Source: an optimization exercise on an open RTL-to-GDS flow (aim: small area). Production flows keep margins and buffers that such runs may drop.
In this exercise RTL edits were held to simulation tests only and were not proved equivalent to the original.

==> flow/design.v <==
module conv1 (
  input clock,
  input reset,
  input vld_in,
  input [5:0][15:0] in,
  output vld_out,
  output [63:0][15:0] out
);
  reg vld_r;
  always @(posedge clock) vld_r <= vld_in & ~reset;
  assign vld_out = vld_r;
  wire [15:0] i0 = in[0];
  wire [15:0] i1 = in[1];
  wire [15:0] i2 = in[2];
  wire [15:0] i3 = in[3];
  wire [15:0] i4 = in[4];
  wire [15:0] i5 = in[5];
  wire [15:0] a0 = i2 + ~i3;
  wire [15:0] a1 = ~i1 + i5 + 16'd1;
  wire [15:0] a2 = i4 + ~i5 + 16'd1;
  wire [15:0] a3 = i3 + i4;
  wire [15:0] a4 = i0 + i1;
  wire [15:0] a5 = i2 + i3;
  wire [15:0] a6 = i0 + a5;
  wire [15:0] a7 = ~i2 + a3 + 16'd1;
  wire [15:0] a8 = i1 + ~i2;
  wire [15:0] a9 = i0 + ~a8;
  wire [15:0] a10 = i2 + i5;
  wire [15:0] a11 = i1 + a10;
  wire [15:0] a12 = i0 + a2;
  wire [15:0] a13 = i4 + a0 + 16'd1;
  wire [15:0] a14 = i0 + ~a1 + 16'd1;
  wire [15:0] a15 = a2 + ~a4 + 16'd1;
  wire [15:0] a16 = i4 + a10;
  wire [15:0] a17 = i0 + a16;
  wire [15:0] a18 = a5 + ~a12 + 16'd1;
  wire [15:0] a19 = ~a8 + ~a18 + 16'd1;
  wire [15:0] a20 = a1 + ~a6 + 16'd1;
  wire [15:0] a21 = ~a2 + a9 + 16'd1;
  wire [15:0] a22 = ~a5 + ~a15 + 16'd2;
  reg [15:0] r0;
  always @(posedge clock) r0 <= i1;
  reg [15:0] r1;
  always @(posedge clock) r1 <= a0;
  reg [15:0] r2;
  always @(posedge clock) r2 <= a15;
  reg [15:0] r3;
  always @(posedge clock) r3 <= a18;
  reg [15:0] r4;
  always @(posedge clock) r4 <= a6;
  reg [15:0] r5;
  always @(posedge clock) r5 <= a1;
  reg [15:0] r6;
  always @(posedge clock) r6 <= a7;
  reg [15:0] r7;
  always @(posedge clock) r7 <= a9;
  reg [15:0] r8;
  always @(posedge clock) r8 <= a11;
  reg [15:0] r9;
  always @(posedge clock) r9 <= a2;
  reg [15:0] r10;
  always @(posedge clock) r10 <= i4;
  reg [15:0] r11;
  always @(posedge clock) r11 <= a3;
  reg [15:0] r12;
  always @(posedge clock) r12 <= a12;
  reg [15:0] r13;
  always @(posedge clock) r13 <= a13;
  reg [15:0] r14;
  always @(posedge clock) r14 <= a14;
  reg [15:0] r15;
  always @(posedge clock) r15 <= a19;
  reg [15:0] r16;
  always @(posedge clock) r16 <= a22;
  reg [15:0] r17;
  always @(posedge clock) r17 <= a17;
  reg [15:0] r18;
  always @(posedge clock) r18 <= a20;
  reg [15:0] r19;
  always @(posedge clock) r19 <= a4;
  reg [15:0] r20;
  always @(posedge clock) r20 <= i2;
  reg [15:0] r21;
  always @(posedge clock) r21 <= a21;
  wire [15:0] b0 = r9 + ~r10 + 16'd1;
  wire [15:0] b1 = ~r4 + r17 + 16'd1;
  wire [15:0] b2 = r9 + ~r11 + 16'd1;
  wire [15:0] b3 = r9 + r20;
  wire [15:0] b4 = r4 + ~r12 + 16'd1;
  wire [15:0] b5 = r9 + r4 + ~r14 + 16'd1;
  wire [15:0] b6 = ~r17 + r19 + 16'd1;
  wire [15:0] b7 = r0 + ~r13 + 16'd1;
  wire [15:0] b8 = ~r5 + ~r10 + 16'd2;
  wire [15:0] b9 = ~r8 + r20 + 16'd1;
  wire [15:0] b10 = r7 + ~r17 + 16'd1;
  wire [15:0] b11 = ~r8 + r13 + 16'd1;
  wire [15:0] b12 = r1 + ~r8 + 16'd2;
  wire [15:0] b13 = r8 + ~r11 + 16'd1;
  wire [15:0] b14 = r0 + r13;
  wire [15:0] b15 = r8 + ~r10 + 16'd1;
  wire [15:0] b16 = r15 + ~r20 + 16'd1;
  wire [15:0] b17 = ~r6 + ~r13 + r15 + 16'd2;
  wire [15:0] b18 = ~r1 + r21;
  wire [15:0] b19 = ~r4 + r8 + 16'd1;
  wire [15:0] b20 = ~r6 + ~r7 + 16'd2;
  wire [15:0] b21 = ~r15 + ~r20 + 16'd2;
  wire [15:0] b22 = ~r7 + ~r9 + 16'd2;
  wire [15:0] b23 = ~r0 + r17 + 16'd1;
  wire [15:0] b24 = ~r7 + ~r11 + 16'd2;
  wire [15:0] b25 = ~r11 + ~r8 + r19 + 16'd2;
  wire [15:0] b26 = r9 + r13 + ~r12 + 16'd1;
  wire [15:0] b27 = r1 + ~r12 + 16'd2;
  wire [15:0] b28 = ~r11 + r12 + 16'd1;
  wire [15:0] b29 = r0 + r15;
  wire [15:0] b30 = ~r0 + r14 + 16'd1;
  wire [15:0] b31 = ~r6 + r12 + 16'd1;
  wire [15:0] b32 = ~r1 + ~r12 + 16'd1;
  wire [15:0] b33 = ~r5 + r7 + 16'd1;
  wire [15:0] b34 = ~r4 + r10 + 16'd1;
  wire [15:0] b35 = ~r4 + r9 + 16'd1;
  wire [15:0] b36 = r0 + ~r3 + 16'd1;
  wire [15:0] b37 = r13 + ~r14 + 16'd1;
  wire [15:0] b38 = ~r1 + r19;
  wire [15:0] b39 = r10 + r6 + ~r2 + 16'd1;
  wire [15:0] b40 = ~r10 + r14 + 16'd1;
  wire [15:0] b41 = ~r1 + r2;
  wire [15:0] b42 = ~r1 + ~r14 + 16'd1;
  wire [15:0] b43 = r10 + r13 + ~r2 + 16'd1;
  wire [15:0] b44 = ~r11 + ~r18 + 16'd2;
  wire [15:0] b45 = r9 + ~r20 + ~r14 + 16'd2;
  wire [15:0] b46 = r0 + r17;
  wire [15:0] b47 = ~r10 + r18 + 16'd1;
  wire [15:0] b48 = ~r15 + r12 + r17 + 16'd1;
  assign out[0] = b43;
  assign out[1] = b33;
  assign out[2] = r21;
  assign out[3] = b29;
  assign out[4] = b45;
  assign out[5] = r2;
  assign out[6] = b6;
  assign out[7] = b2;
  assign out[8] = b9;
  assign out[9] = b15;
  assign out[10] = b32;
  assign out[11] = b17;
  assign out[12] = b21;
  assign out[13] = b23;
  assign out[14] = b16;
  assign out[15] = b34;
  assign out[16] = b3;
  assign out[17] = r0;
  assign out[18] = b37;
  assign out[19] = r17;
  assign out[20] = b19;
  assign out[21] = b0;
  assign out[22] = b46;
  assign out[23] = b26;
  assign out[24] = b28;
  assign out[25] = r15;
  assign out[26] = r5;
  assign out[27] = b40;
  assign out[28] = r14;
  assign out[29] = b24;
  assign out[30] = b30;
  assign out[31] = b39;
  assign out[32] = b10;
  assign out[33] = b18;
  assign out[34] = b35;
  assign out[35] = b38;
  assign out[36] = r3;
  assign out[37] = b42;
  assign out[38] = b27;
  assign out[39] = b31;
  assign out[40] = b22;
  assign out[41] = b7;
  assign out[42] = b12;
  assign out[43] = b13;
  assign out[44] = b38;
  assign out[45] = r8;
  assign out[46] = b41;
  assign out[47] = b36;
  assign out[48] = r16;
  assign out[49] = b47;
  assign out[50] = 16'd0;
  assign out[51] = b1;
  assign out[52] = r18;
  assign out[53] = b4;
  assign out[54] = b44;
  assign out[55] = r6;
  assign out[56] = b12;
  assign out[57] = b14;
  assign out[58] = b11;
  assign out[59] = b48;
  assign out[60] = b20;
  assign out[61] = b25;
  assign out[62] = b5;
  assign out[63] = b8;
endmodule
==> flow/flow/run.sh <==
#!/bin/bash
# Layout flow: standard synthesis (for the register list), then the hand-mapped
# adder netlist generated by flow/gen.py from flow/plan.json replaces the
# synthesized netlist; the rest is the standard ORFS flow, with port buffers
# of the smallest buffer cell.
set -eo pipefail
R=orfs/results/sky130hd/conv1/base
bash standard.sh synth > std_synth.log 2>&1
cp $R/1_2_yosys.v std_1_2_yosys.v
python3 flow/gen.py flow/plan.json std_1_2_yosys.v hand_netlist.v > gen.log 2>&1
cp hand_netlist.v $R/1_2_yosys.v
rm -f $R/1_synth.odb
bash standard.sh BUFFER_PORTS_ARGS="-buffer_cell sky130_fd_sc_hd__buf_1" PLACE_PINS_ARGS="-min_distance 1 -min_distance_in_tracks" finish > std_finish.log 2>&1
==> flow/flow/gen.py <==
# Generates the hand-mapped gate netlist for conv1 from plan.json.
# usage: python3 gen.py plan.json std_netlist.v out_netlist.v
import json, sys, re, random, os
sys.path.insert(0, os.path.dirname(os.path.abspath(__file__)))
from nlgen3 import generate, write
plan = json.load(open(sys.argv[1]))
std = open(sys.argv[2]).read()
ffs = re.findall(r"sky130_fd_sc_hd__(dfxtp_\d)\s+(\\\S+|\S+)\s*\(", std)
stdnames = set(n for t, n in ffs)
# register-bit signatures from random simulation of the plan
M = 0xFFFF
rnd = random.Random(1)
N = 256
sigs = {}
vals = []
for t in range(N):
    x = [rnd.randrange(65536) for _ in range(6)]
    v = {f"i{j}": x[j] for j in range(6)}
    for nd in plan['nodes']:
        if nd['stage'] != 'A': continue
        op = lambda n, i: (~v[n]) & M if i else v[n]
        if nd.get('type') == 'inc': v[nd['name']] = (op(nd['a'], nd['inva']) + 1) & M
        else: v[nd['name']] = (sum(op(s_, i_) for s_, i_ in nd['ops']) + nd['const']) & M
    vals.append({r['name']: v[r['src']] for r in plan['regs']})
def sig(r, i): return tuple((vals[t][r] >> i) & 1 for t in range(N))
def ffn(r, i): return f"\\{r}[{i}]$_DFF_P_"
alias = {}
present = {}
for r in plan['regs']:
    for i in range(16):
        s = sig(r['name'], i)
        if ffn(r['name'], i) in stdnames: present.setdefault(s, (r['name'], i))
for r in plan['regs']:
    for i in range(16):
        if ffn(r['name'], i) not in stdnames:
            s = sig(r['name'], i)
            assert s in present, ('missing reg bit', r['name'], i)
            alias[(r['name'], i)] = present[s]
def ffname(r, i):
    if r == 'vld_r': return "\\vld_r$_DFF_P_ "
    return ffn(r, i) + " "
nl, assigns = generate(plan, ffname=ffname, alias=alias)
mine = len(re.findall(r"dfxtp_1", "\n".join(nl.lines)))
print('std ffs', len(ffs), 'mine', mine, 'aliases', alias)
assert mine == len(ffs)
write(nl, assigns, sys.argv[3])
print('area', round(nl.area, 1))
==> flow/standard.sh <==
#!/bin/bash
# synth_recipe.tcl (not shown) runs the flow's synth.tcl, then flattens the netlist and writes it again
# the make line also repeats each setting of config.mk as NAME=value (left out here)
make -C /OpenROAD-flow-scripts/flow DESIGN_CONFIG=/design/flow/config.mk WORK_HOME=/design/flow/orfs CLKGATE_MAP_FILE= SYNTH_SCRIPT=/design/flow/synth_recipe.tcl "${@:-finish}"
==> flow/config.mk <==
export PLATFORM = sky130hd
export DESIGN_NAME = conv1
export DESIGN_NICKNAME = conv1
export VERILOG_FILES = /design/flow/design.v
export SDC_FILE = /design/flow/constraint.sdc
export NUM_CORES = 8
export LEC_CHECK = 0
export CAP_MARGIN = 20
export CORE_MARGIN = 2
export CORE_UTILIZATION = 55
export GPL_TIMING_DRIVEN = 0
export SETUP_SLACK_MARGIN = 0.3
export SLEW_MARGIN = 20
==> flow/constraint.sdc <==
create_clock -name core_clock -period 6.0 [get_ports {clock}]
set_input_delay 1.2000 -clock core_clock [delete_from_list [all_inputs] [get_ports {clock}]]
set_output_delay 1.2000 -clock core_clock [all_outputs]
set_load 0.01 [all_outputs]
Not shown: flow/flow/nlgen3.py, flow/flow/plan.json
==> impl_metrics.ini, run 1 <==
[final_layout]
fin_cells = 7492
final_common_cell = xor2_1
bufAreaShareNonClock = 0.1029
final_cell_mix = 1417 x xor2_1, 1091 x buf_1, 589 x xnor2_1
utilization = 0.7317
final_layout_size_suffix_gt1_frac = 0.1703
n_fill_cell = 5732

[place]
post-place-ws_ns = -1.412
portBuffers = 1107

[synthesis]
yosysWarnings = 1

[global_routing]
antenna_found_initial = 16
met3_usage = 0.1436
grt.busiest_layer = met2
grt_pass1_vias = 38380
met1_usage = 0.6084

[setup_path]
cp.arrival_ns = 6.54
cp_slowest_cell = buf_1
critPathCapture = r15[15]
crit_path_start_kind = primary input

[route]
wl_met3_um = 27820
drcViolationCount = 0
drt_wl_total_um = 201400

[floorplan]
die_h_um = 278.3
die_w_um = 278.3

[outcome]
failed_checks = negative setup slack
run_status = complete, but fails checks

[sta]
fin_ws_ns = -0.04248
setup_violations = 1
==> run 2: changes to the inputs <==
--- a/flow/flow/run.sh
+++ b/flow/flow/run.sh
@@ -11,3 +11,3 @@
 cp hand_netlist.v $R/1_2_yosys.v
 rm -f $R/1_synth.odb
-bash standard.sh BUFFER_PORTS_ARGS="-buffer_cell sky130_fd_sc_hd__buf_1" PLACE_PINS_ARGS="-min_distance 1 -min_distance_in_tracks" finish > std_finish.log 2>&1
+bash standard.sh BUFFER_PORTS_ARGS="-buffer_cell sky130_fd_sc_hd__buf_1" PLACE_PINS_ARGS="-min_distance 1 -min_distance_in_tracks" POST_GLOBAL_PLACE_TCL=$PWD/flow/post_gpl.tcl finish > std_finish.log 2>&1
--- a/flow/flow/nlgen3.py
+++ b/flow/flow/nlgen3.py
@@ -2,5 +2,7 @@
 import json, sys, re
 P='sky130_fd_sc_hd__'
-AREA={'a21o_1':7.5072,'o21a_1':7.5072,'and2_0':6.256,'nor4bb_1':10.0096,'nand4bb_1':11.2608,'nor2b_1':6.256,'nand2b_1':6.256,'inv_1':3.7536,'xor2_1':8.7584,'xnor2_1':8.7584,'nand2_1':3.7536,'nor2_1':3.7536,'and2_0':6.256,'or2_0':6.256,
+CARRY_A='a21oi_1'
+CARRY_O='o21ai_1'
+AREA={'a21oi_2':8.7584,'o21ai_2':8.7584,'o21ai_0':5.0048,'a21o_1':7.5072,'o21a_1':7.5072,'and2_0':6.256,'nor4bb_1':10.0096,'nand4bb_1':11.2608,'nor2b_1':6.256,'nand2b_1':6.256,'inv_1':3.7536,'xor2_1':8.7584,'xnor2_1':8.7584,'nand2_1':3.7536,'nor2_1':3.7536,'and2_0':6.256,'or2_0':6.256,
       'nor2b_1':6.256,'nand2b_1':6.256,'a21oi_1':5.0048,'o21ai_1':5.0048,'fa_1':20.0192,'dfxtp_1':20.0192,'conb_1':3.7536}
 class NL:
@@ -90,5 +92,5 @@
                 G=(nl.g('a21o_1',{'A1':t1[0],'A2':g0[0],'B1':g1[0]},'X'),0)
                 Pp=(nl.g('and2_0',{'A':t0[0],'B':t1[0]},'X'),0)
-                c2=(nl.g('a21oi_1',{'A1':Pp[0],'A2':c[0],'B1':G[0]}),1)
+                c2=(nl.g(CARRY_A,{'A1':Pp[0],'A2':c[0],'B1':G[0]}),1)
             else:
                 t0=xor_sig(nl,a,b,1); g0=gen_g(nl,a,b,t0,1)
@@ -97,5 +99,5 @@
                 G=(nl.g('o21a_1',{'A1':t1[0],'A2':g0[0],'B1':g1[0]},'X'),1)
                 Pp=(nl.g('or2_0',{'A':t0[0],'B':t1[0]},'X'),1)
-                c2=(nl.g('o21ai_1',{'A1':Pp[0],'A2':c[0],'B1':G[0]}),0)
+                c2=(nl.g(CARRY_O,{'A1':Pp[0],'A2':c[0],'B1':G[0]}),0)
             bits.append(xor_sig(nl,t0,c,w,hint=f"{nm}_sb{i}"))
             pend=(t1,c1); c=c2
@@ -129,5 +131,5 @@
                     gg=(nl.g('nor2_1',{'A':x[0],'B':t[0]}),0)
                 else: gg=and_sig(nl,a,b,0)
-                cn=(nl.g('a21oi_1',{'A1':t[0],'A2':c[0],'B1':gg[0]}),1)
+                cn=(nl.g(CARRY_A,{'A1':t[0],'A2':c[0],'B1':gg[0]}),1)
             else:
                 t=xor_sig(nl,a,b,1)
@@ -137,5 +139,5 @@
                     gg=(nl.g('nand2_1',{'A':x[0],'B':t[0]}),1)
                 else: gg=and_sig(nl,a,b,1)
-                cn=(nl.g('o21ai_1',{'A1':t[0],'A2':c[0],'B1':gg[0]}),0)
+                cn=(nl.g(CARRY_O,{'A1':t[0],'A2':c[0],'B1':gg[0]}),0)
             bits.append(xor_sig(nl,t,c,w,hint=f"{nm}_sb{i}"))
             if blk is not None:
==> flow/flow/plan.json (replaced) <==
{"nodes": [{"name": "a0", "stage": "A", "ops": [["i2", false], ["i3", true]], "const": 0, "lvl": 1, "kf": 4, "la": false, "_opol": [[0, 0, 0, 0, 0, 0, 0, 0, 0, 0, 0, 0, 0, 0, 0, 0], [1, 1, 1, 1, 1, 1, 1, 1, 1, 1, 1, 1, 1, 1, 1, 1]]}, {"name": "a1", "stage": "A", "ops": [["i1", true], ["i5", false]], "const": 1, "lvl": 1, "kf": 4, "la": false, "_opol": [[1, 1, 1, 1, 1, 1, 1, 1, 1, 1, 1, 1, 1, 1, 1, 1], [0, 0, 0, 0, 0, 0, 0, 0, 0, 0, 0, 0, 0, 0, 0, 0]]}, {"name": "a2", "stage": "A", "ops": [["i4", false], ["i5", true]], "const": 1, "lvl": 1, "kf": 1, "la": true, "_opol": [[0, 0, 0, 0, 0, 0, 0, 0, 0, 0, 0, 0, 0, 0, 0, 0], [1, 1, 1, 1, 1, 1, 1, 1, 1, 1, 1, 1, 1, 1, 1, 1]]}, {"name": "a3", "stage": "A", "ops": [["i3", false], ["i4", false]], "const": 0, "lvl": 1, "kf": 4, "la": false, "_opol": [[0, 0, 0, 0, 0, 0, 0, 0, 0, 0, 0, 0, 0, 0, 0, 0], [0, 0, 0, 0, 0, 0, 0, 0, 0, 0, 0, 0, 0, 0, 0, 0]]}, {"name": "a4", "stage": "A", "ops": [["i0", false], ["i1", false]], "const": 0, "lvl": 1, "kf": 1, "la": false, "_opol": [[0, 0, 0, 0, 0, 0, 0, 0, 0, 0, 0, 0, 0, 0, 0, 0], [0, 0, 0, 0, 0, 0, 0, 0, 0, 0, 0, 0, 0, 0, 0, 0]]}, {"name": "a5", "stage": "A", "ops": [["i2", false], ["i3", false]], "const": 0, "lvl": 1, "kf": 2, "la": false, "_opol": [[0, 0, 0, 0, 0, 0, 0, 0, 0, 0, 0, 0, 0, 0, 0, 0], [0, 0, 0, 0, 0, 0, 0, 0, 0, 0, 0, 0, 0, 0, 0, 0]]}, {"name": "a6", "stage": "A", "ops": [["i0", false], ["a5", false]], "const": 0, "lvl": 2, "kf": 2, "la": false, "_opol": [[0, 0, 0, 0, 0, 0, 0, 0, 0, 0, 0, 0, 0, 0, 0, 0], [1, 0, 1, 0, 1, 0, 1, 0, 1, 0, 1, 0, 1, 0, 1, 0]]}, {"name": "a7", "stage": "A", "ops": [["i2", true], ["a3", false]], "const": 1, "lvl": 2, "kf": 4, "la": false, "_opol": [[1, 1, 1, 1, 1, 1, 1, 1, 1, 1, 1, 1, 1, 1, 1, 1], [0, 0, 0, 0, 0, 0, 0, 0, 0, 0, 0, 0, 0, 0, 0, 0]]}, {"name": "a8", "stage": "A", "ops": [["i1", false], ["i2", true]], "const": 0, "lvl": 1, "kf": 3, "la": false, "_opol": [[0, 0, 0, 0, 0, 0, 0, 0, 0, 0, 0, 0, 0, 0, 0, 0], [1, 1, 1, 1, 1, 1, 1, 1, 1, 1, 1, 1, 1, 1, 1, 1]]}, {"name": "a9", "stage": "A", "ops": [["i0", false], ["a8", true]], "const": 0, "lvl": 2, "kf": 3, "la": false, "_opol": [[0, 0, 0, 0, 0, 0, 0, 0, 0, 0, 0, 0, 0, 0, 0, 0], [1, 1, 1, 1, 0, 1, 0, 1, 0, 1, 0, 1, 0, 1, 0, 1]]}, {"name": "a10", "stage": "A", "ops": [["i2", false], ["i5", false]], "const": 0, "lvl": 1, "kf": 4, "la": false, "_opol": [[0, 0, 0, 0, 0, 0, 0, 0, 0, 0, 0, 0, 0, 0, 0, 0], [0, 0, 0, 0, 0, 0, 0, 0, 0, 0, 0, 0, 0, 0, 0, 0]]}, {"name": "a11", "stage": "A", "ops": [["i1", false], ["a10", false]], "const": 0, "lvl": 2, "kf": 4, "la": false, "_opol": [[0, 0, 0, 0, 0, 0, 0, 0, 0, 0, 0, 0, 0, 0, 0, 0], [1, 0, 0, 0, 1, 0, 1, 0, 1, 0, 1, 0, 1, 0, 1, 0]]}, {"name": "a12", "stage": "A", "ops": [["i0", false], ["a2", false]], "const": 0, "lvl": 2, "kf": 1, "la": true, "_opol": [[0, 0, 0, 0, 0, 0, 0, 0, 0, 0, 0, 0, 0, 0, 0, 0], [0, 0, 0, 0, 0, 0, 0, 0, 0, 0, 0, 0, 0, 0, 0, 0]]}, {"name": "a13", "stage": "A", "ops": [["i4", false], ["a0", false]], "const": 1, "lvl": 2, "kf": 4, "la": false, "_opol": [[0, 0, 0, 0, 0, 0, 0, 0, 0, 0, 0, 0, 0, 0, 0, 0], [0, 0, 0, 0, 0, 0, 0, 0, 0, 0, 0, 0, 0, 0, 0, 0]]}, {"name": "a14", "stage": "A", "ops": [["i0", false], ["a1", true]], "const": 1, "lvl": 2, "kf": 4, "la": false, "_opol": [[0, 0, 0, 0, 0, 0, 0, 0, 0, 0, 0, 0, 0, 0, 0, 0], [1, 1, 1, 1, 1, 1, 1, 1, 1, 1, 1, 1, 1, 1, 1, 1]]}, {"name": "a15", "stage": "A", "ops": [["a2", false], ["a4", true]], "const": 1, "lvl": 2, "kf": 1, "la": true, "_opol": [[0, 0, 0, 0, 0, 0, 0, 0, 0, 0, 0, 0, 0, 0, 0, 0], [1, 1, 1, 1, 1, 1, 1, 1, 1, 1, 1, 1, 1, 1, 1, 1]]}, {"name": "a16", "stage": "A", "ops": [["i4", false], ["a10", false]], "const": 0, "lvl": 2, "kf": 4, "la": false, "_opol": [[0, 0, 0, 0, 0, 0, 0, 0, 0, 0, 0, 0, 0, 0, 0, 0], [1, 0, 0, 0, 1, 0, 1, 0, 1, 0, 1, 0, 1, 0, 1, 0]]}, {"name": "a17", "stage": "A", "ops": [["i0", false], ["a16", false]], "const": 0, "lvl": 3, "kf": 4, "la": false, "_opol": [[0, 0, 0, 0, 0, 0, 0, 0, 0, 0, 0, 0, 0, 0, 0, 0], [1, 0, 0, 0, 1, 0, 1, 0, 1, 0, 1, 0, 1, 0, 1, 0]]}, {"name": "a18", "stage": "A", "ops": [["a5", false], ["a12", true]], "const": 1, "lvl": 3, "kf": 1, "la": true, "_opol": [[1, 0, 1, 0, 1, 0, 1, 0, 1, 0, 1, 0, 1, 0, 1, 0], [1, 1, 1, 1, 1, 1, 1, 1, 1, 1, 1, 1, 1, 1, 1, 1]]}, {"name": "a19", "stage": "A", "ops": [["a8", true], ["a18", true]], "const": 1, "lvl": 4, "kf": 1, "la": true, "_opol": [[1, 1, 1, 1, 0, 1, 0, 1, 0, 1, 0, 1, 0, 1, 0, 1], [1, 1, 1, 1, 1, 1, 1, 1, 1, 1, 1, 1, 1, 1, 1, 1]]}, {"name": "a20", "stage": "A", "ops": [["a1", false], ["a6", true]], "const": 1, "lvl": 3, "kf": 2, "la": false, "_opol": [[0, 0, 0, 0, 0, 0, 0, 0, 0, 0, 0, 0, 0, 0, 0, 0], [1, 1, 1, 1, 1, 1, 1, 1, 1, 1, 1, 1, 1, 1, 1, 1]]}, {"name": "a21", "stage": "A", "ops": [["a2", true], ["a9", false]], "const": 1, "lvl": 3, "kf": 3, "la": false, "_opol": [[1, 1, 1, 1, 1, 1, 1, 1, 1, 1, 1, 1, 1, 1, 1, 1], [0, 0, 0, 0, 0, 0, 0, 0, 0, 0, 0, 0, 0, 0, 0, 0]]}, {"name": "a22", "stage": "A", "ops": [["a5", true], ["a15", true]], "const": 2, "lvl": 3, "kf": 1, "la": true, "_opol": [[0, 1, 0, 1, 0, 1, 0, 1, 0, 1, 0, 1, 0, 1, 0, 1], [1, 1, 1, 1, 1, 1, 1, 1, 1, 1, 1, 1, 1, 1, 1, 1]]}, {"name": "b0", "stage": "B", "ops": [["r9", false], ["r10", true]], "const": 1, "lvl": 1, "kf": 1, "la": false, "_opol": [[0, 0, 0, 0, 0, 0, 0, 0, 0, 0, 0, 0, 0, 0, 0, 0], [1, 1, 1, 1, 1, 1, 1, 1, 1, 1, 1, 1, 1, 1, 1, 1]]}, {"name": "b1", "stage": "B", "ops": [["r4", true], ["r17", false]], "const": 1, "lvl": 1, "kf": 1, "la": false, "_opol": [[1, 1, 1, 1, 1, 1, 1, 1, 1, 1, 1, 1, 1, 1, 1, 1], [0, 0, 0, 0, 0, 0, 0, 0, 0, 0, 0, 0, 0, 0, 0, 0]]}, {"name": "b2", "stage": "B", "ops": [["r9", false], ["r11", true]], "const": 1, "lvl": 1, "kf": 1, "la": false, "_opol": [[0, 0, 0, 0, 0, 0, 0, 0, 0, 0, 0, 0, 0, 0, 0, 0], [1, 1, 1, 1, 1, 1, 1, 1, 1, 1, 1, 1, 1, 1, 1, 1]]}, {"name": "b3", "stage": "B", "ops": [["r9", false], ["r20", false]], "const": 0, "lvl": 1, "kf": 1, "la": false, "_opol": [[0, 0, 0, 0, 0, 0, 0, 0, 0, 0, 0, 0, 0, 0, 0, 0], [0, 0, 0, 0, 0, 0, 0, 0, 0, 0, 0, 0, 0, 0, 0, 0]]}, {"name": "b4", "stage": "B", "ops": [["r4", false], ["r12", true]], "const": 1, "lvl": 1, "kf": 1, "la": false, "_opol": [[0, 0, 0, 0, 0, 0, 0, 0, 0, 0, 0, 0, 0, 0, 0, 0], [1, 1, 1, 1, 1, 1, 1, 1, 1, 1, 1, 1, 1, 1, 1, 1]]}, {"name": "b5", "stage": "B", "ops": [["r9", false], ["r4", false], ["r14", true]], "const": 1, "lvl": 1, "kf": 1, "la": false, "_opol": [[0, 0, 0, 0, 0, 0, 0, 0, 0, 0, 0, 0, 0, 0, 0, 0], [0, 0, 0, 0, 0, 0, 0, 0, 0, 0, 0, 0, 0, 0, 0, 0]]}, {"name": "b6", "stage": "B", "ops": [["r17", true], ["r19", false]], "const": 1, "lvl": 1, "kf": 1, "la": false, "_opol": [[1, 1, 1, 1, 1, 1, 1, 1, 1, 1, 1, 1, 1, 1, 1, 1], [0, 0, 0, 0, 0, 0, 0, 0, 0, 0, 0, 0, 0, 0, 0, 0]]}, {"name": "b7", "stage": "B", "ops": [["r0", false], ["r13", true]], "const": 1, "lvl": 1, "kf": 1, "la": false, "_opol": [[0, 0, 0, 0, 0, 0, 0, 0, 0, 0, 0, 0, 0, 0, 0, 0], [1, 1, 1, 1, 1, 1, 1, 1, 1, 1, 1, 1, 1, 1, 1, 1]]}, {"name": "b8", "stage": "B", "ops": [["r5", true], ["r10", true]], "const": 2, "lvl": 1, "kf": 1, "la": false, "_opol": [[1, 1, 1, 1, 1, 1, 1, 1, 1, 1, 1, 1, 1, 1, 1, 1], [1, 1, 1, 1, 1, 1, 1, 1, 1, 1, 1, 1, 1, 1, 1, 1]]}, {"name": "b9", "stage": "B", "ops": [["r8", true], ["r20", false]], "const": 1, "lvl": 1, "kf": 1, "la": false, "_opol": [[1, 1, 1, 1, 1, 1, 1, 1, 1, 1, 1, 1, 1, 1, 1, 1], [0, 0, 0, 0, 0, 0, 0, 0, 0, 0, 0, 0, 0, 0, 0, 0]]}, {"name": "b10", "stage": "B", "ops": [["r7", false], ["r17", true]], "const": 1, "lvl": 1, "kf": 1, "la": false, "_opol": [[0, 0, 0, 0, 0, 0, 0, 0, 0, 0, 0, 0, 0, 0, 0, 0], [1, 1, 1, 1, 1, 1, 1, 1, 1, 1, 1, 1, 1, 1, 1, 1]]}, {"name": "b11", "stage": "B", "ops": [["r8", true], ["r13", false]], "const": 1, "lvl": 1, "kf": 1, "la": false, "_opol": [[1, 1, 1, 1, 1, 1, 1, 1, 1, 1, 1, 1, 1, 1, 1, 1], [0, 0, 0, 0, 0, 0, 0, 0, 0, 0, 0, 0, 0, 0, 0, 0]]}, {"name": "b12", "stage": "B", "ops": [["r1", false], ["r8", true]], "const": 2, "lvl": 1, "kf": 1, "la": false, "_opol": [[0, 0, 0, 0, 0, 0, 0, 0, 0, 0, 0, 0, 0, 0, 0, 0], [1, 1, 1, 1, 1, 1, 1, 1, 1, 1, 1, 1, 1, 1, 1, 1]]}, {"name": "b13", "stage": "B", "ops": [["r8", false], ["r11", true]], "const": 1, "lvl": 1, "kf": 1, "la": false, "_opol": [[0, 0, 0, 0, 0, 0, 0, 0, 0, 0, 0, 0, 0, 0, 0, 0], [1, 1, 1, 1, 1, 1, 1, 1, 1, 1, 1, 1, 1, 1, 1, 1]]}, {"name": "b14", "stage": "B", "ops": [["r0", false], ["r13", false]], "const": 0, "lvl": 1, "kf": 1, "la": false, "_opol": [[0, 0, 0, 0, 0, 0, 0, 0, 0, 0, 0, 0, 0, 0, 0, 0], [0, 0, 0, 0, 0, 0, 0, 0, 0, 0, 0, 0, 0, 0, 0, 0]]}, {"name": "b15", "stage": "B", "ops": [["r8", false], ["r10", true]], "const": 1, "lvl": 1, "kf": 1, "la": false, "_opol": [[0, 0, 0, 0, 0, 0, 0, 0, 0, 0, 0, 0, 0, 0, 0, 0], [1, 1, 1, 1, 1, 1, 1, 1, 1, 1, 1, 1, 1, 1, 1, 1]]}, {"name": "b16", "stage": "B", "ops": [["r15", false], ["r20", true]], "const": 1, "lvl": 1, "kf": 1, "la": false, "_opol": [[0, 0, 0, 0, 0, 0, 0, 0, 0, 0, 0, 0, 0, 0, 0, 0], [1, 1, 1, 1, 1, 1, 1, 1, 1, 1, 1, 1, 1, 1, 1, 1]]}, {"name": "b17", "stage": "B", "ops": [["r6", true], ["r13", true], ["r15", false]], "const": 2, "lvl": 1, "kf": 1, "la": false, "_opol": [[1, 1, 1, 1, 1, 1, 1, 1, 1, 1, 1, 1, 1, 1, 1, 1], [1, 1, 1, 1, 1, 1, 1, 1, 1, 1, 1, 1, 1, 1, 1, 1]]}, {"name": "b18", "stage": "B", "ops": [["r1", true], ["r21", false]], "const": 0, "lvl": 1, "kf": 1, "la": false, "_opol": [[1, 1, 1, 1, 1, 1, 1, 1, 1, 1, 1, 1, 1, 1, 1, 1], [0, 0, 0, 0, 0, 0, 0, 0, 0, 0, 0, 0, 0, 0, 0, 0]]}, {"name": "b19", "stage": "B", "ops": [["r4", true], ["r8", false]], "const": 1, "lvl": 1, "kf": 1, "la": false, "_opol": [[1, 1, 1, 1, 1, 1, 1, 1, 1, 1, 1, 1, 1, 1, 1, 1], [0, 0, 0, 0, 0, 0, 0, 0, 0, 0, 0, 0, 0, 0, 0, 0]]}, {"name": "b20", "stage": "B", "ops": [["r6", true], ["r7", true]], "const": 2, "lvl": 1, "kf": 1, "la": false, "_opol": [[1, 1, 1, 1, 1, 1, 1, 1, 1, 1, 1, 1, 1, 1, 1, 1], [1, 1, 1, 1, 1, 1, 1, 1, 1, 1, 1, 1, 1, 1, 1, 1]]}, {"name": "b21", "stage": "B", "ops": [["r15", true], ["r20", true]], "const": 2, "lvl": 1, "kf": 1, "la": false, "_opol": [[1, 1, 1, 1, 1, 1, 1, 1, 1, 1, 1, 1, 1, 1, 1, 1], [1, 1, 1, 1, 1, 1, 1, 1, 1, 1, 1, 1, 1, 1, 1, 1]]}, {"name": "b22", "stage": "B", "ops": [["r7", true], ["r9", true]], "const": 2, "lvl": 1, "kf": 1, "la": false, "_opol": [[1, 1, 1, 1, 1, 1, 1, 1, 1, 1, 1, 1, 1, 1, 1, 1], [1, 1, 1, 1, 1, 1, 1, 1, 1, 1, 1, 1, 1, 1, 1, 1]]}, {"name": "b23", "stage": "B", "ops": [["r0", true], ["r17", false]], "const": 1, "lvl": 1, "kf": 1, "la": false, "_opol": [[1, 1, 1, 1, 1, 1, 1, 1, 1, 1, 1, 1, 1, 1, 1, 1], [0, 0, 0, 0, 0, 0, 0, 0, 0, 0, 0, 0, 0, 0, 0, 0]]}, {"name": "b24", "stage": "B", "ops": [["r7", true], ["r11", true]], "const": 2, "lvl": 1, "kf": 1, "la": false, "_opol": [[1, 1, 1, 1, 1, 1, 1, 1, 1, 1, 1, 1, 1, 1, 1, 1], [1, 1, 1, 1, 1, 1, 1, 1, 1, 1, 1, 1, 1, 1, 1, 1]]}, {"name": "b25", "stage": "B", "ops": [["r11", true], ["r8", true], ["r19", false]], "const": 2, "lvl": 1, "kf": 1, "la": false, "_opol": [[1, 1, 1, 1, 1, 1, 1, 1, 1, 1, 1, 1, 1, 1, 1, 1], [1, 1, 1, 1, 1, 1, 1, 1, 1, 1, 1, 1, 1, 1, 1, 1]]}, {"name": "b26", "stage": "B", "ops": [["r9", false], ["r13", false], ["r12", true]], "const": 1, "lvl": 1, "kf": 1, "la": false, "_opol": [[0, 0, 0, 0, 0, 0, 0, 0, 0, 0, 0, 0, 0, 0, 0, 0], [0, 0, 0, 0, 0, 0, 0, 0, 0, 0, 0, 0, 0, 0, 0, 0]]}, {"name": "b27", "stage": "B", "ops": [["r1", false], ["r12", true]], "const": 2, "lvl": 1, "kf": 1, "la": false, "_opol": [[0, 0, 0, 0, 0, 0, 0, 0, 0, 0, 0, 0, 0, 0, 0, 0], [1, 1, 1, 1, 1, 1, 1, 1, 1, 1, 1, 1, 1, 1, 1, 1]]}, {"name": "b28", "stage": "B", "ops": [["r11", true], ["r12", false]], "const": 1, "lvl": 1, "kf": 1, "la": false, "_opol": [[1, 1, 1, 1, 1, 1, 1, 1, 1, 1, 1, 1, 1, 1, 1, 1], [0, 0, 0, 0, 0, 0, 0, 0, 0, 0, 0, 0, 0, 0, 0, 0]]}, {"name": "b29", "stage": "B", "ops": [["r0", false], ["r15", false]], "const": 0, "lvl": 1, "kf": 1, "la": false, "_opol": [[0, 0, 0, 0, 0, 0, 0, 0, 0, 0, 0, 0, 0, 0, 0, 0], [0, 0, 0, 0, 0, 0, 0, 0, 0, 0, 0, 0, 0, 0, 0, 0]]}, {"name": "b30", "stage": "B", "ops": [["r0", true], ["r14", false]], "const": 1, "lvl": 1, "kf": 1, "la": false, "_opol": [[1, 1, 1, 1, 1, 1, 1, 1, 1, 1, 1, 1, 1, 1, 1, 1], [0, 0, 0, 0, 0, 0, 0, 0, 0, 0, 0, 0, 0, 0, 0, 0]]}, {"name": "b31", "stage": "B", "ops": [["r6", true], ["r12", false]], "const": 1, "lvl": 1, "kf": 1, "la": false, "_opol": [[1, 1, 1, 1, 1, 1, 1, 1, 1, 1, 1, 1, 1, 1, 1, 1], [0, 0, 0, 0, 0, 0, 0, 0, 0, 0, 0, 0, 0, 0, 0, 0]]}, {"name": "b32", "stage": "B", "ops": [["r1", true], ["r12", true]], "const": 1, "lvl": 1, "kf": 1, "la": false, "_opol": [[1, 1, 1, 1, 1, 1, 1, 1, 1, 1, 1, 1, 1, 1, 1, 1], [1, 1, 1, 1, 1, 1, 1, 1, 1, 1, 1, 1, 1, 1, 1, 1]]}, {"name": "b33", "stage": "B", "ops": [["r5", true], ["r7", false]], "const": 1, "lvl": 1, "kf": 1, "la": false, "_opol": [[1, 1, 1, 1, 1, 1, 1, 1, 1, 1, 1, 1, 1, 1, 1, 1], [0, 0, 0, 0, 0, 0, 0, 0, 0, 0, 0, 0, 0, 0, 0, 0]]}, {"name": "b34", "stage": "B", "ops": [["r4", true], ["r10", false]], "const": 1, "lvl": 1, "kf": 1, "la": false, "_opol": [[1, 1, 1, 1, 1, 1, 1, 1, 1, 1, 1, 1, 1, 1, 1, 1], [0, 0, 0, 0, 0, 0, 0, 0, 0, 0, 0, 0, 0, 0, 0, 0]]}, {"name": "b35", "stage": "B", "ops": [["r4", true], ["r9", false]], "const": 1, "lvl": 1, "kf": 1, "la": false, "_opol": [[1, 1, 1, 1, 1, 1, 1, 1, 1, 1, 1, 1, 1, 1, 1, 1], [0, 0, 0, 0, 0, 0, 0, 0, 0, 0, 0, 0, 0, 0, 0, 0]]}, {"name": "b36", "stage": "B", "ops": [["r0", false], ["r3", true]], "const": 1, "lvl": 1, "kf": 1, "la": false, "_opol": [[0, 0, 0, 0, 0, 0, 0, 0, 0, 0, 0, 0, 0, 0, 0, 0], [1, 1, 1, 1, 1, 1, 1, 1, 1, 1, 1, 1, 1, 1, 1, 1]]}, {"name": "b37", "stage": "B", "ops": [["r13", false], ["r14", true]], "const": 1, "lvl": 1, "kf": 1, "la": false, "_opol": [[0, 0, 0, 0, 0, 0, 0, 0, 0, 0, 0, 0, 0, 0, 0, 0], [1, 1, 1, 1, 1, 1, 1, 1, 1, 1, 1, 1, 1, 1, 1, 1]]}, {"name": "b38", "stage": "B", "ops": [["r1", true], ["r19", false]], "const": 0, "lvl": 1, "kf": 1, "la": false, "_opol": [[1, 1, 1, 1, 1, 1, 1, 1, 1, 1, 1, 1, 1, 1, 1, 1], [0, 0, 0, 0, 0, 0, 0, 0, 0, 0, 0, 0, 0, 0, 0, 0]]}, {"name": "b39", "stage": "B", "ops": [["r10", false], ["r6", false], ["r2", true]], "const": 1, "lvl": 1, "kf": 1, "la": false, "_opol": [[0, 0, 0, 0, 0, 0, 0, 0, 0, 0, 0, 0, 0, 0, 0, 0], [0, 0, 0, 0, 0, 0, 0, 0, 0, 0, 0, 0, 0, 0, 0, 0]]}, {"name": "b40", "stage": "B", "ops": [["r10", true], ["r14", false]], "const": 1, "lvl": 1, "kf": 1, "la": false, "_opol": [[1, 1, 1, 1, 1, 1, 1, 1, 1, 1, 1, 1, 1, 1, 1, 1], [0, 0, 0, 0, 0, 0, 0, 0, 0, 0, 0, 0, 0, 0, 0, 0]]}, {"name": "b41", "stage": "B", "ops": [["r1", true], ["r2", false]], "const": 0, "lvl": 1, "kf": 1, "la": false, "_opol": [[1, 1, 1, 1, 1, 1, 1, 1, 1, 1, 1, 1, 1, 1, 1, 1], [0, 0, 0, 0, 0, 0, 0, 0, 0, 0, 0, 0, 0, 0, 0, 0]]}, {"name": "b42", "stage": "B", "ops": [["r1", true], ["r14", true]], "const": 1, "lvl": 1, "kf": 1, "la": false, "_opol": [[1, 1, 1, 1, 1, 1, 1, 1, 1, 1, 1, 1, 1, 1, 1, 1], [1, 1, 1, 1, 1, 1, 1, 1, 1, 1, 1, 1, 1, 1, 1, 1]]}, {"name": "b43", "stage": "B", "ops": [["r10", false], ["r13", false], ["r2", true]], "const": 1, "lvl": 1, "kf": 1, "la": false, "_opol": [[0, 0, 0, 0, 0, 0, 0, 0, 0, 0, 0, 0, 0, 0, 0, 0], [0, 0, 0, 0, 0, 0, 0, 0, 0, 0, 0, 0, 0, 0, 0, 0]]}, {"name": "b44", "stage": "B", "ops": [["r11", true], ["r18", true]], "const": 2, "lvl": 1, "kf": 1, "la": false, "_opol": [[1, 1, 1, 1, 1, 1, 1, 1, 1, 1, 1, 1, 1, 1, 1, 1], [1, 1, 1, 1, 1, 1, 1, 1, 1, 1, 1, 1, 1, 1, 1, 1]]}, {"name": "b45", "stage": "B", "ops": [["r9", false], ["r20", true], ["r14", true]], "const": 2, "lvl": 1, "kf": 1, "la": false, "_opol": [[0, 0, 0, 0, 0, 0, 0, 0, 0, 0, 0, 0, 0, 0, 0, 0], [1, 1, 1, 1, 1, 1, 1, 1, 1, 1, 1, 1, 1, 1, 1, 1]]}, {"name": "b46", "stage": "B", "ops": [["r0", false], ["r17", false]], "const": 0, "lvl": 1, "kf": 1, "la": false, "_opol": [[0, 0, 0, 0, 0, 0, 0, 0, 0, 0, 0, 0, 0, 0, 0, 0], [0, 0, 0, 0, 0, 0, 0, 0, 0, 0, 0, 0, 0, 0, 0, 0]]}, {"name": "b47", "stage": "B", "ops": [["r10", true], ["r18", false]], "const": 1, "lvl": 1, "kf": 1, "la": true, "_opol": [[1, 1, 1, 1, 1, 1, 1, 1, 1, 1, 1, 1, 1, 1, 1, 1], [0, 0, 0, 0, 0, 0, 0, 0, 0, 0, 0, 0, 0, 0, 0, 0]]}, {"name": "b48", "stage": "B", "ops": [["r15", true], ["r12", false], ["r17", false]], "const": 1, "lvl": 1, "kf": 1, "la": false, "_opol": [[1, 1, 1, 1, 1, 1, 1, 1, 1, 1, 1, 1, 1, 1, 1, 1], [0, 0, 0, 0, 0, 0, 0, 0, 0, 0, 0, 0, 0, 0, 0, 0]]}], "regs": [{"name": "r0", "src": "i1"}, {"name": "r1", "src": "a0"}, {"name": "r2", "src": "a15"}, {"name": "r3", "src": "a18"}, {"name": "r4", "src": "a6"}, {"name": "r5", "src": "a1"}, {"name": "r6", "src": "a7"}, {"name": "r7", "src": "a9"}, {"name": "r8", "src": "a11"}, {"name": "r9", "src": "a2"}, {"name": "r10", "src": "i4"}, {"name": "r11", "src": "a3"}, {"name": "r12", "src": "a12"}, {"name": "r13", "src": "a13"}, {"name": "r14", "src": "a14"}, {"name": "r15", "src": "a19"}, {"name": "r16", "src": "a22"}, {"name": "r17", "src": "a17"}, {"name": "r18", "src": "a20"}, {"name": "r19", "src": "a4"}, {"name": "r20", "src": "i2"}, {"name": "r21", "src": "a21"}], "outs": ["b43", "b33", "r21", "b29", "b45", "r2", "b6", "b2", "b9", "b15", "b32", "b17", "b21", "b23", "b16", "b34", "b3", "r0", "b37", "r17", "b19", "b0", "b46", "b26", "b28", "r15", "r5", "b40", "r14", "b24", "b30", "b39", "b10", "b18", "b35", "b38", "r3", "b42", "b27", "b31", "b22", "b7", "b12", "b13", "b38", "r8", "b41", "b36", "r16", "b47", null, "b1", "r18", "b4", "b44", "r6", "b12", "b14", "b11", "b48", "b20", "b25", "b5", "b8"], "cost": 23950, "conf": 1}
==> flow/flow/post_gpl.tcl (new file) <==
# Upsize the input-port buffers that buffer_ports inserted (they drive the
# stage-A fanout); output-port buffers stay at the smallest buffer cell.
foreach inst [[ord::get_db_block] getInsts] {
  set n [$inst getName]
  if {[regexp {^input[0-9]+$} $n] && [[$inst getMaster] getName] eq "sky130_fd_sc_hd__buf_1"} {
    replace_cell $inst sky130_fd_sc_hd__buf_4
  }
}
--- a/flow/config.mk
+++ b/flow/config.mk
@@ -10,4 +10,4 @@
 export CORE_UTILIZATION = 55
 export GPL_TIMING_DRIVEN = 0
-export SETUP_SLACK_MARGIN = 0.3
+export SETUP_SLACK_MARGIN = 0.1
 export SLEW_MARGIN = 20
==> run 2 against run 1 <==
Net effect:
- synthesized area hardly changed
- synthesized cell count up 0.59%
- the run now fails in 3_3_place_gp
==> impl_metrics.ini, run 2 <==
[synthesis]
synth.avg_cell_area_um2 = 8.014
synth_area_um2 = 41340
syn_inst = 5158
yosysWarnings = 1

[floorplan]
ioPinCount = 1124
rows = 100
die_h_um = 278.2
die_w_um = 278.2
initial_core_util = 0.5553

[outcome]
run_status = aborted with a tool error
haltStage = 3_3_place_gp
tool.error = [ERROR STA-0124] instance type 'odb__dbInst' is not an instance.

[place]
portBuffers = 1107
==> run 3: changes to the inputs <==
==> flow/flow/post_gpl.tcl (replaced) <==
# Upsize the input-port buffers that buffer_ports inserted (they drive the
# stage-A fanout); output-port buffers stay at the smallest buffer cell.
foreach c [get_cells input*] {
  if {[regexp {^input[0-9]+$} [get_full_name $c]] && [get_property $c ref_name] eq "sky130_fd_sc_hd__buf_1"} {
    replace_cell $c sky130_fd_sc_hd__buf_4
  }
}
--- a/flow/config.mk
+++ b/flow/config.mk
@@ -8,6 +8,6 @@
 export CAP_MARGIN = 20
 export CORE_MARGIN = 2
-export CORE_UTILIZATION = 55
-export GPL_TIMING_DRIVEN = 0
-export SETUP_SLACK_MARGIN = 0.1
+export CORE_UTILIZATION = 50
+export GPL_TIMING_DRIVEN = 1
+export SETUP_SLACK_MARGIN = 0.05
 export SLEW_MARGIN = 20
==> run 3 against run 2 <==
Net effect:
- now clean on timing, DRC and antenna
- synthesized area unchanged
- synthesized cell count did not move
==> impl_metrics.ini, run 3 <==
[setup_path]
cp.arrival_ns = 4.64
crit_path_start_kind = flop
crit_required_ns = 4.80
endpoint_kind = output pin
path_class = reg2out
path_max_fanout = 6

[clock_tree]
clk_path_buf_depth = 3
cts_tree = built
cts_sinks = 353
clk_pin_slew_worst_paths_ns = 0.06
root_buffer = clkbuf_16
htree_levels = 2
hold_buffers = 0
cts_made_buffers = 45

[global_routing]
grt_overflow = 0
grt.total_usage = 0.4257
grt_max_degree = 15
grt_pass1_wl_um = 262100
antenna_found_initial = 5
grt_pass1_vias = 39320

[route]
drt_wl_total_um = 189800
routedWlPerCell_um = 24.02
drtIter0Drc = 3744
first_pass_iters = 6
drcViolationCount = 0
vias_per_cell = 5.465
via_count = 43200
ant_nets = 0

[final_layout]
final_layout_size_suffix_gt1_frac = 0.1416
final_nets = 7058
final_common_cell = xor2_1
final_cell_mix = 1553 x xor2_1, 1008 x buf_1, 697 x xnor2_1
syn_to_final_growth_pct = 29.84

[synthesis]
synth.avg_cell_area_um2 = 8.014
synth_area_um2 = 41340
syn_inst = 5158
yosysWarnings = 1

[sta]
grt_setup_unrepaired = true
fin_crit_sh = 0.9740
tightest_slew_ns = 0.9715
tns_ns = 0
setup_violations = 0
holdWs_ns = 0.7362
min_period_ns = 5.844
hold_viol_final = 0
max-slew-margin-rel = 0.3514
final_max_slew_viol_count = 0
max_freq_mhz = 171.1
fin_ws_ns = 0.1562

[place]
portBuffers = 1107
dpl.hpwl_um = 160300
post-place-ws_ns = -0.2469

[hold_path]
hold_depth = 2
holdPathEnd = vld_r
hp-class = in2reg
min-delay-start = reset

[floorplan]
initial_core_util = 0.5043
ioPinCount = 1124
core_region_area_um2 = 81980
rows = 105
die_w_um = 291.5
die_area_um2 = 84990
die_h_um = 291.5

[outcome]
run_status = complete, no violations

[job]
drv_cap = 0
[run 3: layout make-up]
type / instances / area (µm²)
Antenna cell: 3 / 7.507
Clock buffer: 63 / 1314
Clock inverter: 15 / 221.5
Fill cell: 7353 / 28310
Inverter: 147 / 551.8
Multi-Input combinational cell: 4673 / 34990
Sequential cell: 353 / 7141
Tap cell: 1070 / 1339
Timing Repair Buffer: 1580 / 8110
[run 3: worst max path at each step]
stage                end   start  cells after the start  slack, ns
5_1_grt         out[159]  r10[1]                     18     -0.004
3_5_place_dp     r15[15]  in[81]                     29      -0.25
3_3_place_gp     r16[15]  in[17]                     27      -0.12
4_1_cts        out[1007]   r9[1]                     18       0.05
2_1_floorplan    r15[14]  in[65]                     24       0.43
6_report        out[638]   r6[0]                     17       0.16
[run 3: worst max-delay path, stage by stage (launching register included)]
cell	delay (ns)
dfxtp_1	0.46
buf_4	0.27
nand2b_1	0.14
a21oi_1	0.26
o21ai_1	0.13
a21oi_1	0.24
o21ai_1	0.13
a21oi_1	0.28
o21ai_1	0.16
a21oi_2	0.22
o21ai_1	0.13
a21oi_1	0.26
o21ai_1	0.15
a21oi_2	0.22
o21ai_2	0.10
a21oi_2	0.20
xor2_1	0.47
buf_1	0.21
[run 3: timing repair]
item,4_1_cts,5_1_grt
pin swaps,1,5
resized for setup,105,237
setup endpoints to repair,110,121
buffers inserted,0,1
[run 3: through the flow]
| step | util | area, µm² | instances |
|---|---|---|---|
| after floorplan | - | 41390 | 5173 |
| after detailed placement | 0.6198 | 50810 | 7822 |
| after global placement | 0.6153 | 50440 | 7822 |
| final | 0.6547 | 53670 | 7904 |
| after CTS | 0.6424 | 52660 | 7900 |
| after global routing | 0.6547 | 53670 | 7902 |
[run 3: metal layers]
layer / part of all wire / up-vias / wire length (µm) / GRT usage
met3: 0.11 / 432 / 21760 / 0.09986
met5: 0.00055 / - / 105 / 0.003971
met4: 0.067 / 10 / 12760 / 0.2335
met1: 0.42 / 20710 / 80270 / 0.5963
met2: 0.39 / 2241 / 74930 / 0.5985
li1: - / 19810 / - / -
==> run 4: changes to the inputs <==
--- a/flow/config.mk
+++ b/flow/config.mk
@@ -10,4 +10,4 @@
 export CORE_UTILIZATION = 50
 export GPL_TIMING_DRIVEN = 1
-export SETUP_SLACK_MARGIN = 0.05
+export SETUP_SLACK_MARGIN = 0.12
 export SLEW_MARGIN = 20
==> run 4 against run 3 <==
Net effect:
- synthesized area is the same
- worst setup slack improved by 0.092 ns
- global-route usage increased by 0.051 points
==> impl_metrics.ini, run 4 <==
[outcome]
run_status = complete, no violations

[final_layout]
n_fill_cell = 7307
seq_area_um2 = 7143
final_layout_size_suffix_gt1_frac = 0.1521
final_common_cell = xor2_1
final_nets = 7059
multi_input_area_um2 = 35280
final_cell_mix = 1547 x xor2_1, 1008 x buf_1, 696 x xnor2_1
syn_to_final_growth_pct = 30.60
fin_area_um2 = 53990

[setup_path]
crit_required_ns = 4.80
crit_path_start_kind = flop
cp.arrival_ns = 4.55
path_class = reg2out
path_max_fanout = 8
endpoint_kind = output pin

[route]
drtIter0Drc = 3905
via_count = 43270
ant_nets = 0
first_pass_iters = 6
vias_per_cell = 5.471
drcViolationCount = 0
drt_wl_total_um = 189900
routedWlPerCell_um = 24.02

[sta]
hold_viol_final = 0
grt_setup_unrepaired = true
fin_crit_sh = 0.9586
max-slew-margin-rel = 0.3253
final_max_slew_viol_count = 0
min_period_ns = 5.751
fin_ws_ns = 0.2485
setup_violations = 0
max_freq_mhz = 173.9
tightest_slew_ns = 1.011
tns_ns = 0
holdWs_ns = 0.7443

[clock_tree]
clk_path_buf_depth = 3
cts_sinks = 353
root_buffer = clkbuf_16
htree_levels = 2
clk_pin_slew_worst_paths_ns = 0.06
cts_tree = built
cts_made_buffers = 45
hold_buffers = 0

[global_routing]
grt_pass1_vias = 39470
antenna_found_initial = 6
grt_max_degree = 15
grt.total_usage = 0.4262
grt_pass1_wl_um = 262600
grt_overflow = 0

[synthesis]
synth_area_um2 = 41340
syn_inst = 5158
yosysWarnings = 1
synth.avg_cell_area_um2 = 8.014

[floorplan]
initial_core_util = 0.5043
die_h_um = 291.5
core_region_area_um2 = 81980
rows = 105
die_w_um = 291.5
die_area_um2 = 84990
ioPinCount = 1124

[job]
drv_cap = 0

[place]
dpl.hpwl_um = 160300
portBuffers = 1107
post-place-ws_ns = -0.2469
placed_area_um2 = 50810

[hold_path]
hp-class = in2reg
==> run 4: what timing repair did <==
item,in CTS,in global routing
setup endpoints to repair,128,122
gates resized for setup,147,269
setup buffers,1,1
hold endpoints to repair,0,0
pin swaps,2,6
==> run 4: worst max-delay path: stages (launching register included) <==
cell	delay, ns
dfxtp_2	0.43
buf_4	0.26
xnor2_2	0.16
a21oi_1	0.14
o21ai_1	0.21
a21oi_1	0.13
o21ai_1	0.26
a21oi_2	0.12
o21ai_1	0.25
a21oi_2	0.12
o21ai_1	0.26
a21oi_1	0.15
o21ai_1	0.27
a21oi_2	0.12
o21ai_2	0.22
a21oi_2	0.12
o21ai_2	0.22
xor2_1	0.29
buf_1	0.20
==> run 4: through the flow <==
stage | utilization | instances
2_1_floorplan | - | 5173
3_3_place_gp | 0.6153 | 7822
3_5_place_dp | 0.6198 | 7822
4_1_cts | 0.6445 | 7901
5_1_grt | 0.6584 | 7904
6_report | 0.6586 | 7909
==> run 4: final cells by class <==
| cell class | count | share of cell area |
|---|---|---|
| multi-input cells | 4673 | 0.6535 |
| flip-flops and latches | 353 | 0.1323 |
| repair buffers | 1581 | 0.1504 |
| clock inverters | 15 | 0.004102 |
| diodes | 7 | 0.0003244 |
| clock buffers | 63 | 0.02433 |
| well taps | 1070 | 0.02480 |
| inverters | 147 | 0.01022 |
==> run 4: per-layer routing <==
layer	GRT usage	part of all wire	wire length, µm
met1	0.5957	0.42	79700
met2	0.5974	0.40	75100
met3	0.1008	0.12	22170
met4	0.2396	0.068	12880
met5	0.003971	0.00048	92
==> run 4: worst paths after layout <==
path	slack [ns]	depth (start not counted)	start	to
setup / recovery	0.25	18	r12[1]	out[639]
hold / removal	0.74	2	reset	vld_r
==> run 5: changes to the inputs <==
--- a/flow/config.mk
+++ b/flow/config.mk
@@ -10,4 +10,4 @@
 export CORE_UTILIZATION = 50
 export GPL_TIMING_DRIVEN = 1
-export SETUP_SLACK_MARGIN = 0.12
+export SETUP_SLACK_MARGIN = 0.25
 export SLEW_MARGIN = 20
==> run 5 against run 4 <==
Net effect:
- cell count rose by 0.21%
- via count is 0.64% higher
- critical path type unchanged
- worst setup slack gained 0.11 ns
- hold slack got worse by 0.0086 ns
- largest cell class unchanged
- critical endpoint is now out[239]
- sequential share of layout area down 0.15 points
- clock-buffer cell count unchanged
- routed wire length grew 0.63%
- sequential cell count unchanged
- global-route usage increased by 0.26 points
- highest routed layer unchanged
==> impl_metrics.ini, run 5 <==
[synthesis]
synth.avg_cell_area_um2 = 8.014
synth_area_um2 = 41340
syn_inst = 5158
yosysWarnings = 1

[sta]
tightest_slew_ns = 0.9553
setup_violations = 0
fin_ws_ns = 0.3597
hold_viol_final = 0
final_max_slew_viol_count = 0
fin_crit_sh = 0.9401
max_freq_mhz = 177.3
max-slew-margin-rel = 0.3623
grt_setup_unrepaired = true
min_period_ns = 5.640

[route]
vias_per_cell = 5.494
ant_nets = 0
via_count = 43550
drtIter0Drc = 3969
routedWlPerCell_um = 24.12
drt_wl_total_um = 191100
first_pass_iters = 8
drcViolationCount = 0

[setup_path]
path_common_cell = o21ai_1
path_class = reg2out
endpoint_kind = output pin
crit_required_ns = 4.80
cp.arrival_ns = 4.44
cp_slowest_cell = dfxtp_2
cpPeakStageDelay_ns = 0.36
crit_chain = buf_6 -> xnor2_2 -> nor2_1 -> a21oi_1 -> o21ai_1 -> a21oi_2 -> o21ai_1 -> a21oi_2 -> o21ai_1 -> a21oi_1 -> o21ai_2 -> a21oi_2 -> o21ai_2 -> a21oi_2 -> o21ai_1 -> a21oi_1 -> o21ai_1 -> xor2_1 -> buf_1
path_buf_inv = 2
crit_path_start_kind = flop
path_max_fanout = 7
critPathTopFamily = compound AO/OA/AOI/OAI gates

[clock_tree]
cts_sinks = 353
root_buffer = clkbuf_16
clk_path_buf_depth = 3
htree_levels = 2
clk_pin_slew_worst_paths_ns = 0.06
cts_made_buffers = 45
cts_tree = built

[global_routing]
grt_overflow = 0
antenna_found_initial = 7
grt.total_usage = 0.4288
grt_pass1_wl_um = 264500
grt_max_degree = 15
grt_pass1_vias = 39830

[hold_path]
hold_depth = 2
min-delay-start = reset
holdPathEnd = vld_r
hp-class = in2reg

[place]
dpl.hpwl_um = 160300
post-place-ws_ns = -0.2469
portBuffers = 1107

[floorplan]
ioPinCount = 1124
die_h_um = 291.5
rows = 105
die_area_um2 = 84990
die_w_um = 291.5
core_region_area_um2 = 81980
initial_core_util = 0.5043

[job]
drv_cap = 0

[outcome]
run_status = complete, no violations

[final_layout]
utilization = 0.6678
final_nets = 7075
final_layout_size_suffix_gt1_frac = 0.1733
syn_to_final_growth_pct = 32.44
final_common_cell = xor2_1
final_cell_mix = 1536 x xor2_1, 1006 x buf_1, 682 x xnor2_1
[run 5: worst max-delay path by stage]
stage | startpoint | endpoint | slack (ns) | cells past startpoint
global route | r8[1] | out[143] | 0.14 | 18
floorplan | in[65] | r15[14] | 0.43 | 24
CTS | r0[1] | out[767] | 0.18 | 19
global placement | in[17] | r16[15] | -0.12 | 27
detailed placement | in[81] | r15[15] | -0.25 | 29
finish | r15[1] | out[239] | 0.36 | 19
[run 5: final cells by class]
cell class / instances / area (µm²)
multi-input combinational: 4673 / 35870
fill: 7179 / 27230
timing repair buffer: 1597 / 8272
sequential: 353 / 7163
tap: 1070 / 1339
clock buffer: 63 / 1314
inverter: 147 / 551.8
clock inverter: 15 / 221.5
antenna: 8 / 20.02
[run 5: timing repair]
action	in CTS	in global routing
pin swaps	4	24
endpoints found under the setup margin	164	131
hold endpoints to repair	0	0
hold buffers	0	0
buffers inserted	1	17
gates resized for setup	245	314
[run 5: stage by stage]
stage | TNS [ns] | area, µm² | hold WS [ns] | std cells
after floorplan | 0 | 41390 | 1.228 | 5173
after global placement | -0.6302 | 50440 | 1.351 | 7822
after detailed placement | -1.794 | 50810 | 1.358 | 7822
after CTS | 0 | 53220 | 0.7243 | 7901
after global routing | 0 | 54730 | 0.7356 | 7919
final | 0 | 54750 | 0.7357 | 7926
[run 5: per-layer routing]
layer,routed length [µm],track usage
met3,22240,0.1047
met4,13360,0.2455
met2,75540,0.5998
met5,94,0.003403
met1,79920,0.5967

[port drivers added, routing unchanged]
The results above use ideal ports. As a check the final layouts listed here were re-extracted and re-timed, cells and wires unchanged. Step 1 assumes that a clkbuf_16 drives the clock port and a buf_2 every other input. Step 2 moves the port delays by t, midway between the first and last clock arrival at a register: inputs arrive t later, outputs are due t later. That takes back most of the time a late clock gives input paths. a / b / c = no drivers / after step 1 / after step 2; a / b = the first two.
run | shift t [ns] | slack for setup (ns) | worst data-port slew with drivers (ns)
run 1 | 0.658 | -0.042 / -0.038 / -0.696 | 0.12
run 3 | 0.673 | 0.156 / 0.088 / -0.179 | 0.11
run 4 | 0.676 | 0.249 / 0.178 / -0.159 | 0.11
run 5 | 0.675 | 0.360 / 0.291 / -0.068 | 0.12
Met with ideal ports but missed after step 2: setup timing in run 3, run 4 and run 5. The setup slack of run 1, which loses most, moves by +0.004 ns with the drivers and by -0.654 ns with both steps.
